This design comes from an exercise in tuning for small area and a short achievable clock period on the open sky130 flow, not from production work.
At most, simulation tests tie the RTL to the original design; equivalence was not proved.
Power figures rest on the tool's default switching activity, not on a simulated workload.

==> v33: inputs <==
## eq_streaming
module eq_streaming #(
	parameter integer C_S_AXI_DATA_WIDTH = 32
)
(
    input aclk,
    input aresetn,
    input [C_S_AXI_DATA_WIDTH-1:0] D_READY,
    input [C_S_AXI_DATA_WIDTH-1:0] FFT_PTNS,
    input [C_S_AXI_DATA_WIDTH-1:0] FFT_BKTS,
    input [C_S_AXI_DATA_WIDTH-1:0] my_reg0,
    input [C_S_AXI_DATA_WIDTH-1:0] my_reg1,
    input [C_S_AXI_DATA_WIDTH-1:0] my_reg2,
    input [C_S_AXI_DATA_WIDTH-1:0] my_reg3,
    input [C_S_AXI_DATA_WIDTH-1:0] my_reg4,
    input [C_S_AXI_DATA_WIDTH-1:0] my_reg5,
    input [C_S_AXI_DATA_WIDTH-1:0] my_reg6,
    input [C_S_AXI_DATA_WIDTH-1:0] my_reg7,
    input [C_S_AXI_DATA_WIDTH-1:0] my_reg8,
    input [C_S_AXI_DATA_WIDTH-1:0] my_reg9,
    input [C_S_AXI_DATA_WIDTH-1:0] my_reg10,
    input [C_S_AXI_DATA_WIDTH-1:0] my_reg11,
    input [C_S_AXI_DATA_WIDTH-1:0] my_reg12,
    input [C_S_AXI_DATA_WIDTH-1:0] s_axis_data,
    output reg s_axis_ready,
    input s_axis_valid,
    output reg [C_S_AXI_DATA_WIDTH-1:0] m_axis_data,
    input m_axis_ready,
    output reg m_axis_valid
);
wire acc = s_axis_valid & m_axis_ready;
reg v0, v1, r0, r1;
always @(posedge aclk) begin
    if (!aresetn) begin
        v0 <= 1'b0; v1 <= 1'b0; m_axis_valid <= 1'b0;
        r0 <= 1'b0; r1 <= 1'b0; s_axis_ready <= 1'b0;
    end else begin
        v0 <= s_axis_valid; v1 <= v0; m_axis_valid <= v1;
        r0 <= m_axis_ready; r1 <= r0; s_axis_ready <= r1;
    end
end
reg [3:0] nb;
always @(posedge aclk) nb <= FFT_BKTS[3:0];
reg [15:0] rem;
reg z;
reg [11:0] n;
wire [12:0] n1 = {1'b0, n} + 13'd1;
wire wrap = n1[nb];
always @(posedge aclk) begin
    if (!aresetn) begin
        rem <= FFT_PTNS[15:0];
        z <= 1'b1;
        n <= 12'd1;
    end else if (acc) begin
        if (rem == 16'd1) begin
            rem <= FFT_PTNS[15:0];
            z <= 1'b1;
        end else begin
            rem <= rem - 16'd1;
            z <= 1'b0;
  ...
clock: 10.0 ns
lec_check: 0
cap_margin: 20
core_margin: 2
core_utilization: 65
place_density: 0.75
slew_margin: 20
standard.sh (not shown) runs the stock make flow with config.mk's settings and CLKGATE_MAP_FILE= SYNTH_SCRIPT=/design/flow/synth_recipe.tcl, a recipe that flattens the netlist after the stock synthesis.
==> flow/flow/run.sh <==
#!/bin/bash
set -euo pipefail
MARGIN=$(cat flow/margin.txt)
bash standard.sh SETUP_SLACK_MARGIN=$MARGIN \
  "BUFFER_PORTS_ARGS=-buffer_cell sky130_fd_sc_hd__buf_1" finish > make_finish.log 2>&1
==> flow/flow/margin.txt <==
7
==> v5: changes against v33 <==
--- a/flow/design.v
+++ b/flow/design.v
@@ -38,28 +38,28 @@
         v0 <= s_axis_valid; v1 <= v0; m_axis_valid <= v1;
         r0 <= m_axis_ready; r1 <= r0; s_axis_ready <= r1;
     end
 end
 reg [3:0] nb;
 always @(posedge aclk) nb <= FFT_BKTS[3:0];
-reg [15:0] rem;
+reg [16:0] rem;
 reg z;
 reg [11:0] n;
 wire [12:0] n1 = {1'b0, n} + 13'd1;
 wire wrap = n1[nb];
 always @(posedge aclk) begin
     if (!aresetn) begin
-        rem <= FFT_PTNS[15:0];
+        rem <= FFT_PTNS[16:0];
         z <= 1'b1;
         n <= 12'd1;
     end else if (acc) begin
-        if (rem == 16'd1) begin
-            rem <= FFT_PTNS[15:0];
+        if (rem == 17'd1) begin
+            rem <= FFT_PTNS[16:0];
             z <= 1'b1;
         end else begin
-            rem <= rem - 16'd1;
+            rem <= rem - 17'd1;
             z <= 1'b0;
         end
         if (!z)
             n <= wrap ? 12'd1 : n1[11:0];
     end
 end
- CORE_UTILIZATION: 65 -> 45
- PLACE_DENSITY: 0.75 -> 0.6
- TNS_END_PERCENT: not set -> 10
==> results.sh <==
export IMPL_outcome="finished clean"
export IMPL_numPortBuffers=401
export IMPL_finalHoldWorstSlack_ps=442.8
export IMPL_grt_use_met1_pct=54.94
export IMPL_first_pass_iters=7
export IMPL_pre_cts_ws_ps=6068
export IMPL_slew_limit_headroom_pct=41.44
export IMPL_antenna_found_initial=18
export IMPL_nFillCells=2100
export IMPL_synth_edf_count=16
export IMPL_internal_power_mw=3.647
export IMPL_synth_top_area_share_pct=22.20
export IMPL_path_cells="buf_1 -> nand3b_1 -> a21oi_2 -> a221o_1 -> a221o_1 -> a221o_1 -> a221oi_2 -> nand3_1"
export IMPL_fmax_mhz=307.1
export IMPL_synthesis_nets=2979
export IMPL_synth_avg_cell_area_sq_um=9.455
export IMPL_crit_cells=8
That was v33.
==> results.sh <==
export IMPL_outcome="finished clean"
export IMPL_antenna_found_initial=25
export IMPL_synth_avg_cell_area_sq_um=9.238
export IMPL_fmax_mhz=315.8
export IMPL_path_cells="buf_1 -> a22oi_1 -> o21ai_0 -> a221oi_1 -> o211ai_1 -> a221oi_2 -> o21ai_1"
export IMPL_numPortBuffers=402
export IMPL_synth_top_area_share_pct=21.79
export IMPL_first_pass_iters=6
export IMPL_nFillCells=4350
export IMPL_internal_power_mw=3.528
export IMPL_synthesis_nets=3071
That was v5.
Only the layout flow was run in v33; the RTL was not checked for function there.

* * *

==> job 8432 <==
eq_streaming, a different RTL version from the one above (not shown whole).
==> module eq_gmux13, before the edit <==
module eq_gmux13 (
    input [12:0] sel,
    input [23:0] d0, d1, d2, d3, d4, d5, d6, d7, d8, d9, d10, d11, d12,
    output [23:0] y
);
genvar i;
generate for (i = 0; i < 24; i = i + 1) begin : g_bit
    wire na, nb, nc, nd, ne;
    eq_aoi222 u_a (.a1(sel[0]), .a2(d0[i]), .b1(sel[1]), .b2(d1[i]), .c1(sel[2]), .c2(d2[i]), .y(na));
    eq_aoi222 u_b (.a1(sel[3]), .a2(d3[i]), .b1(sel[4]), .b2(d4[i]), .c1(sel[5]), .c2(d5[i]), .y(nb));
    eq_aoi222 u_c (.a1(sel[6]), .a2(d6[i]), .b1(sel[7]), .b2(d7[i]), .c1(sel[8]), .c2(d8[i]), .y(nc));
    eq_aoi222 u_d (.a1(sel[9]), .a2(d9[i]), .b1(sel[10]), .b2(d10[i]), .c1(sel[11]), .c2(d11[i]), .y(nd));
    assign ne = ~(sel[12] & d12[i]);
    assign y[i] = ~(na & nb & nc & nd & ne);
end endgenerate
endmodule
==> module eq_aoi222, before the edit <==
module eq_aoi222 (input a1, input a2, input b1, input b2, input c1, input c2, output y);
assign y = ~((a1 & a2) | (b1 & b2) | (c1 & c2));
endmodule
==> flow/config.mk <==
export PLATFORM = sky130hd
export DESIGN_NAME = eq_streaming
export DESIGN_NICKNAME = eq_streaming
export VERILOG_FILES = /design/flow/design.v
export SDC_FILE = /design/flow/constraint.sdc
export NUM_CORES = 4
export LEC_CHECK = 0
export CAP_MARGIN = 20
export CORE_MARGIN = 2
export CORE_UTILIZATION = 45
export CTS_CLUSTER_DIAMETER = 80
export CTS_CLUSTER_SIZE = 20
export PLACE_DENSITY = 0.6
export SLEW_MARGIN = 20
export SYNTH_HIERARCHICAL = 1
==> flow/constraint.sdc <==
create_clock -name core_clock -period 10.0 [get_ports {aclk}]
set_input_delay 2.0000 -clock core_clock [delete_from_list [all_inputs] [get_ports {aclk}]]
set_output_delay 2.0000 -clock core_clock [all_outputs]
set_load 0.01 [all_outputs]
Scripts as last shown in full above: flow/flow/run.sh, flow/flow/margin.txt
==> inputs of job 104, as changes to job 8432 <==
--- a/flow/design.v
+++ b/flow/design.v
@@ -1365,19 +1365,12 @@
     input [23:0] d0, d1, d2, d3, d4, d5, d6, d7, d8, d9, d10, d11, d12,
     output [23:0] y
 );
-genvar i;
-generate for (i = 0; i < 24; i = i + 1) begin : g_bit
-    wire na, nb, nc, nd, ne;
-    eq_aoi222 u_a (.a1(sel[0]), .a2(d0[i]), .b1(sel[1]), .b2(d1[i]), .c1(sel[2]), .c2(d2[i]), .y(na));
-    eq_aoi222 u_b (.a1(sel[3]), .a2(d3[i]), .b1(sel[4]), .b2(d4[i]), .c1(sel[5]), .c2(d5[i]), .y(nb));
-    eq_aoi222 u_c (.a1(sel[6]), .a2(d6[i]), .b1(sel[7]), .b2(d7[i]), .c1(sel[8]), .c2(d8[i]), .y(nc));
-    eq_aoi222 u_d (.a1(sel[9]), .a2(d9[i]), .b1(sel[10]), .b2(d10[i]), .c1(sel[11]), .c2(d11[i]), .y(nd));
-    assign ne = ~(sel[12] & d12[i]);
-    assign y[i] = ~(na & nb & nc & nd & ne);
-end endgenerate
-endmodule
-module eq_aoi222 (input a1, input a2, input b1, input b2, input c1, input c2, output y);
-assign y = ~((a1 & a2) | (b1 & b2) | (c1 & c2));
+assign y =
+      ({24{sel[0]}}  & d0)  | ({24{sel[1]}}  & d1)  | ({24{sel[2]}}  & d2)
+    | ({24{sel[3]}}  & d3)  | ({24{sel[4]}}  & d4)  | ({24{sel[5]}}  & d5)
+    | ({24{sel[6]}}  & d6)  | ({24{sel[7]}}  & d7)  | ({24{sel[8]}}  & d8)
+    | ({24{sel[9]}}  & d9)  | ({24{sel[10]}} & d10) | ({24{sel[11]}} & d11)
+    | ({24{sel[12]}} & d12);
 endmodule
 module eq_fa (input a, input b, input c, output s, output co);
 assign s = a ^ b ^ c;
==> comparison <==
- Of job 8432 and job 104, job 8432 has the higher register-to-register slack (gap 30 ps).
- Routed wire length: job 8432 is higher than job 104 (about 10%).
- Against job 104, the total power of job 8432 is larger by 3.1%.
- Between job 104 and job 8432, the lower setup slack is in job 8432 (gap 23 ps).
- Die area: job 104 is larger than job 8432 (about 1.4%).
- Cell count: job 8432 is smaller than job 104 (about 2.8%).
- Area after synthesis: job 104 is higher than job 8432 (1.5%).
- Between job 8432 and job 104, the lower critical path depth is in job 8432 (gap 2).
- Clock skew: job 8432 is higher than job 104 (1.3 ps).
- In hold slack, job 104 and job 8432 hardly differ.
==> figures <==
quantity	job 104	job 8432
Result of the run	finished clean	finished clean
Post-Synth XOR/XNOR Area	14.03%	14.24%
Bufs w/o clock	442	457
FILL cells	4,057	3,924
Routed wire length	72.19 mm	79.21 mm
Non-filler instance count after layout	2,793	2,715
Area occupied by multi-input gates	13,890 um2	13,760 um2
Multi-input gates	1,450	1,399
Worst ir drop on vdd	0.1850 mV	0.1890 mV
Sequential fraction of the synthesis area	25.35%	25.72%
Setup slack on the worst flop-to-flop path	6990 ps	7020 ps
Relative contribution of sequential cells to total power	25.4%	24.6%
Routing usage on met2	45.97%	52.56%
Total instance count after detailed placement	2,740	2,657
Endpoint of the most critical setup path	re_q23_2	g[9]
Fin crit share	30.05%	30.28%
Post-Syn Nets	2,755	2,683
Sum of internal, switching and leakage power	5.870 mW	6.055 mW
Initial Util	45.65%	45.29%
Highest routed layer	met5	met4
Hold Slack	443.3 ps	443.0 ps
NetSw	2.492 mW	2.614 mW
Function was not checked in any run of this note: the RTL went through the layout flow alone.

* * *

==> run D <==
Another version of the RTL of eq_streaming (not shown whole).
Settings: LEC_CHECK=0, CAP_MARGIN=20, CORE_MARGIN=2, CORE_UTILIZATION=45, CTS_CLUSTER_DIAMETER=100, CTS_CLUSTER_SIZE=30, PLACE_DENSITY=0.6, SLEW_MARGIN=20, SYNTH_HIERARCHICAL=1; clock period 10.0 ns.
Scripts as last shown in full above: flow/flow/run.sh, flow/flow/margin.txt
==> run Z (differences from run D) <==
CORE_UTILIZATION = 40   (was 45)
CTS_CLUSTER_DIAMETER = 80   (was 100)
CTS_CLUSTER_SIZE = 20   (was 30)
PLACE_DENSITY = 0.55   (was 0.6)
==> comparison table <==
                                                           run D              run Z
Status                                  timing/DRC/antenna clean  timing/DRC/antenna clean
Type of origin of the critical path                     register      primary input
Via Count                                                  17.0k              17.1k
Fin nets                                                    3026               3031
Final Skew                                             0.0278 ns          0.0169 ns
Fraction of the cycle the final worst path needs           0.298              0.304
Total of fill cells in the finished design                  4107               4554
Fraction of power consumed by combinational cells          0.634              0.628
Switching component of the power                       0.00252 W          0.00255 W
CP max FO                                                      1                  7
End point of the critical path                      m_axis_valid  n[6]$_SDFFE_PN0P_
Worst hold margin                                       0.443 ns           0.442 ns
Worst setup timing slack at the placement stage          5.97 ns            6.02 ns
CP endpoint kind                                     output port           register
Logic depth of the worst register-to-register path            10                  8
Placed cell count                                           2749               2777

* * *

==> fjord <==
eq_streaming again, from the RTL that the note above started with.
## eq_streaming
module eq_streaming #(
	parameter integer C_S_AXI_DATA_WIDTH = 32
)
(
    input aclk,
    input aresetn,
    input [C_S_AXI_DATA_WIDTH-1:0] D_READY,
    input [C_S_AXI_DATA_WIDTH-1:0] FFT_PTNS,
    input [C_S_AXI_DATA_WIDTH-1:0] FFT_BKTS,
    input [C_S_AXI_DATA_WIDTH-1:0] my_reg0,
    input [C_S_AXI_DATA_WIDTH-1:0] my_reg1,
    input [C_S_AXI_DATA_WIDTH-1:0] my_reg2,
    input [C_S_AXI_DATA_WIDTH-1:0] my_reg3,
    input [C_S_AXI_DATA_WIDTH-1:0] my_reg4,
    input [C_S_AXI_DATA_WIDTH-1:0] my_reg5,
    input [C_S_AXI_DATA_WIDTH-1:0] my_reg6,
    input [C_S_AXI_DATA_WIDTH-1:0] my_reg7,
    input [C_S_AXI_DATA_WIDTH-1:0] my_reg8,
    input [C_S_AXI_DATA_WIDTH-1:0] my_reg9,
    input [C_S_AXI_DATA_WIDTH-1:0] my_reg10,
    input [C_S_AXI_DATA_WIDTH-1:0] my_reg11,
    input [C_S_AXI_DATA_WIDTH-1:0] my_reg12,
    input [C_S_AXI_DATA_WIDTH-1:0] s_axis_data,
    output reg s_axis_ready,
    input s_axis_valid,
    output reg [C_S_AXI_DATA_WIDTH-1:0] m_axis_data,
    input m_axis_ready,
    output reg m_axis_valid
);
export LEC_CHECK = 0
export CAP_MARGIN = 20
export CORE_MARGIN = 2
export CORE_UTILIZATION = 45
export CTS_CLUSTER_DIAMETER = 80
export CTS_CLUSTER_SIZE = 20
export PLACE_DENSITY = 0.6
export SLEW_MARGIN = 20
export SYNTH_HIERARCHICAL = 1
create_clock -name core_clock -period 10.0 [get_ports {aclk}]
Scripts as last shown in full above: flow/flow/run.sh, flow/flow/margin.txt
==> inputs of nickel, as changes to fjord <==
CORE_UTILIZATION = 52   (was 45)
PLACE_DENSITY = 0.65   (was 0.6)
==> notes <==
Of nickel and fjord, nickel has the higher hold slack (gap 23 ps). Setup slack: nickel is lower than fjord (68 ps). Via count: nickel is larger than fjord (about 2.6%). Against fjord, the clock-buffer cell count of nickel is higher by 5. Non-clock buffer count: fjord is higher than nickel (4). Between nickel and fjord, the lower core utilization is in fjord (gap 8.3 points).

* * *

==> job 6339 <==
Another version of the RTL of eq_streaming (not shown whole).
==> flow/design.v (excerpt) <==
module eq_streaming #(
	parameter integer C_S_AXI_DATA_WIDTH = 32
)
(
    input aclk,
    input aresetn,
    input [C_S_AXI_DATA_WIDTH-1:0] D_READY,
    input [C_S_AXI_DATA_WIDTH-1:0] FFT_PTNS,
    input [C_S_AXI_DATA_WIDTH-1:0] FFT_BKTS,
    input [C_S_AXI_DATA_WIDTH-1:0] my_reg0,
    input [C_S_AXI_DATA_WIDTH-1:0] my_reg1,
    input [C_S_AXI_DATA_WIDTH-1:0] my_reg2,
    input [C_S_AXI_DATA_WIDTH-1:0] my_reg3,
    input [C_S_AXI_DATA_WIDTH-1:0] my_reg4,
    input [C_S_AXI_DATA_WIDTH-1:0] my_reg5,
    input [C_S_AXI_DATA_WIDTH-1:0] my_reg6,
    input [C_S_AXI_DATA_WIDTH-1:0] my_reg7,
    input [C_S_AXI_DATA_WIDTH-1:0] my_reg8,
    input [C_S_AXI_DATA_WIDTH-1:0] my_reg9,
    input [C_S_AXI_DATA_WIDTH-1:0] my_reg10,
    input [C_S_AXI_DATA_WIDTH-1:0] my_reg11,
    input [C_S_AXI_DATA_WIDTH-1:0] my_reg12,
    input [C_S_AXI_DATA_WIDTH-1:0] s_axis_data,
    output reg s_axis_ready,
    input s_axis_valid,
    output reg [C_S_AXI_DATA_WIDTH-1:0] m_axis_data,
    input m_axis_ready,
    output reg m_axis_valid
);
==> flow/config.mk <==
export PLATFORM = sky130hd
export DESIGN_NAME = eq_streaming
export DESIGN_NICKNAME = eq_streaming
export VERILOG_FILES = /design/flow/design.v
export SDC_FILE = /design/flow/constraint.sdc
export NUM_CORES = 4
export LEC_CHECK = 0
export CAP_MARGIN = 20
export CORE_MARGIN = 2
export CORE_UTILIZATION = 45
export PLACE_DENSITY = 0.6
export SLEW_MARGIN = 20
export SYNTH_HIERARCHICAL = 1
==> flow/constraint.sdc <==
create_clock -name core_clock -period 10.0 [get_ports {aclk}]
set_input_delay 2.0000 -clock core_clock [delete_from_list [all_inputs] [get_ports {aclk}]]
set_output_delay 2.0000 -clock core_clock [all_outputs]
set_load 0.01 [all_outputs]
==> flow/flow/margin.txt <==
6.85
Scripts as last shown in full above: flow/flow/run.sh
==> inputs of job 175, as changes to job 6339 <==
==> flow/flow/margin.txt (replaced) <==
7
- CORE_UTILIZATION: 45 -> 60
- PLACE_DENSITY: 0.6 -> 0.7
==> inputs of job 6930, as changes to job 6339 <==
--- a/flow/design.v
+++ b/flow/design.v
@@ -68,24 +68,24 @@
 generate for (k = 0; k < 12; k = k + 1) begin : g_lead
     if (k == 11) begin : g_top
         assign lead[k] = n[k];
     end else begin : g_low
         assign lead[k] = n[k] & ~|n[11:k+1];
     end
 end endgenerate
 wire [12:0] sel = z ? 13'd1 : {lead, 1'b0};
-wire [23:0] gsel;
-eq_gmux13 u_gmux (
-    .sel(sel),
-    .d0(my_reg0[23:0]), .d1(my_reg1[23:0]), .d2(my_reg2[23:0]), .d3(my_reg3[23:0]),
-    .d4(my_reg4[23:0]), .d5(my_reg5[23:0]), .d6(my_reg6[23:0]), .d7(my_reg7[23:0]),
-    .d8(my_reg8[23:0]), .d9(my_reg9[23:0]), .d10(my_reg10[23:0]), .d11(my_reg11[23:0]),
-    .d12(my_reg12[23:0]),
-    .y(gsel));
+wire [23:0] gsel =
+      ({24{sel[0]}}  & my_reg0[23:0])  | ({24{sel[1]}}  & my_reg1[23:0])
+    | ({24{sel[2]}}  & my_reg2[23:0])  | ({24{sel[3]}}  & my_reg3[23:0])
+    | ({24{sel[4]}}  & my_reg4[23:0])  | ({24{sel[5]}}  & my_reg5[23:0])
+    | ({24{sel[6]}}  & my_reg6[23:0])  | ({24{sel[7]}}  & my_reg7[23:0])
+    | ({24{sel[8]}}  & my_reg8[23:0])  | ({24{sel[9]}}  & my_reg9[23:0])
+    | ({24{sel[10]}} & my_reg10[23:0]) | ({24{sel[11]}} & my_reg11[23:0])
+    | ({24{sel[12]}} & my_reg12[23:0]);
 reg [23:0] g;
 always @(posedge aclk) g <= gsel;
 reg [7:0] re_one, re_two, re_neg;
 always @(posedge aclk) begin
     re_one[0] <= (s_axis_data[0] ^ 1'b0);
     re_two[0] <= ((s_axis_data[0] & 1'b0 & ~s_axis_data[1]) | (~s_axis_data[0] & ~1'b0 & s_axis_data[1]));
     re_neg[0] <= s_axis_data[1];
     re_one[1] <= (s_axis_data[2] ^ s_axis_data[1]);
@@ -1063,20 +1063,8 @@
 wire [15:0] im_sum = {im_w357, im_w355, im_w353, im_w351, im_w349, im_w347, im_w345, im_w343, im_w341, im_w339, im_w337, im_w335, im_w333, im_w331, im_w329, im_c8} + {im_w358, im_w356, im_w354, im_w352, im_w350, im_w348, im_w346, im_w344, im_w342, im_w340, im_w338, im_w336, im_w334, im_w332, im_w330, im_w328};
 always @(posedge aclk) begin
     if (!aresetn)
         m_axis_data <= 32'd0;
     else if (v1 & r1)
         m_axis_data <= {im_sum, re_sum};
 end
 endmodule
-module eq_gmux13 (
-    input [12:0] sel,
-    input [23:0] d0, d1, d2, d3, d4, d5, d6, d7, d8, d9, d10, d11, d12,
-    output [23:0] y
-);
-assign y =
-      ({24{sel[0]}}  & d0)  | ({24{sel[1]}}  & d1)  | ({24{sel[2]}}  & d2)
-    | ({24{sel[3]}}  & d3)  | ({24{sel[4]}}  & d4)  | ({24{sel[5]}}  & d5)
-    | ({24{sel[6]}}  & d6)  | ({24{sel[7]}}  & d7)  | ({24{sel[8]}}  & d8)
-    | ({24{sel[9]}}  & d9)  | ({24{sel[10]}} & d10) | ({24{sel[11]}} & d11)
-    | ({24{sel[12]}} & d12);
-endmodule
==> flow/flow/margin.txt (replaced) <==
7
- CORE_UTILIZATION: 45 -> 65
- CTS_CLUSTER_DIAMETER: not set -> 120
- CTS_CLUSTER_SIZE: not set -> 30
- PLACE_DENSITY: 0.6 -> 0.75
- SYNTH_HIERARCHICAL: 1 -> not set
==> summary of the runs <==
Non-clock buffer count: job 6930 > job 175 > job 6339. Flip-flop and latch count is the same in job 175 and job 6339. Job 175 produced a clean layout. Job 6339 completed with no timing, DRC or antenna violations. Job 6930 completed without violations. Via count: job 175 is higher than job 6930 (about 3.2%). The lowest die area belongs to job 6930, the highest to job 6339. Count of clock-buffer cells in the layout: job 6339 is higher than job 6930 (19). Clock power is about the same in job 6339 and job 175. Sequential share of layout area, lowest first: job 175, job 6339, job 6930. Area after synthesis is about the same in job 6339 and job 6930.
The RTL of job 6930 was laid out without a check of its function.

-- what the ideal ports hide --
How much do the figures lean on ideal ports? The routed layouts below were timed once more, with nothing changed but the port constraints.
Step 1, drivers: a clkbuf_16 drives aclk and a buf_2 each remaining input, both assumed.
Step 2, shift: input delay + t, output delay - t, t = (earliest + latest rising clock arrival at the registers) / 2. This alone moves slack from input paths to output paths.
Three values: no drivers, after step 1, after step 2; two values: the first two.
run	t (ns)	setup slack, ns	worst setup path after step 2
v33	0.607	6.744 / 6.777 / 6.170	input to register
v5	0.605	6.833 / 6.850 / 6.244	input to register
job 8432	0.590	6.972 / 6.929 / 6.347	input to register
job 104	0.566	6.995 / 6.971 / 6.588	input to register
run D	0.567	7.015 / 6.924 / 6.357	input to register
run Z	0.572	6.956 / 6.895 / 6.324	input to register
fjord	0.586	7.008 / 6.954 / 6.382	input to register
nickel	0.567	6.940 / 6.829 / 6.262	input to register
job 6339	0.626	6.876 / 6.817 / 6.373	input to register
job 175	0.622	6.945 / 6.932 / 6.417	input to register
job 6930	0.550	6.711 / 6.750 / 6.200	input to register
After both steps setup and hold are still met in every run listed. The setup slack of nickel, which loses most, moves by -0.111 ns with the drivers and by -0.678 ns with both steps.
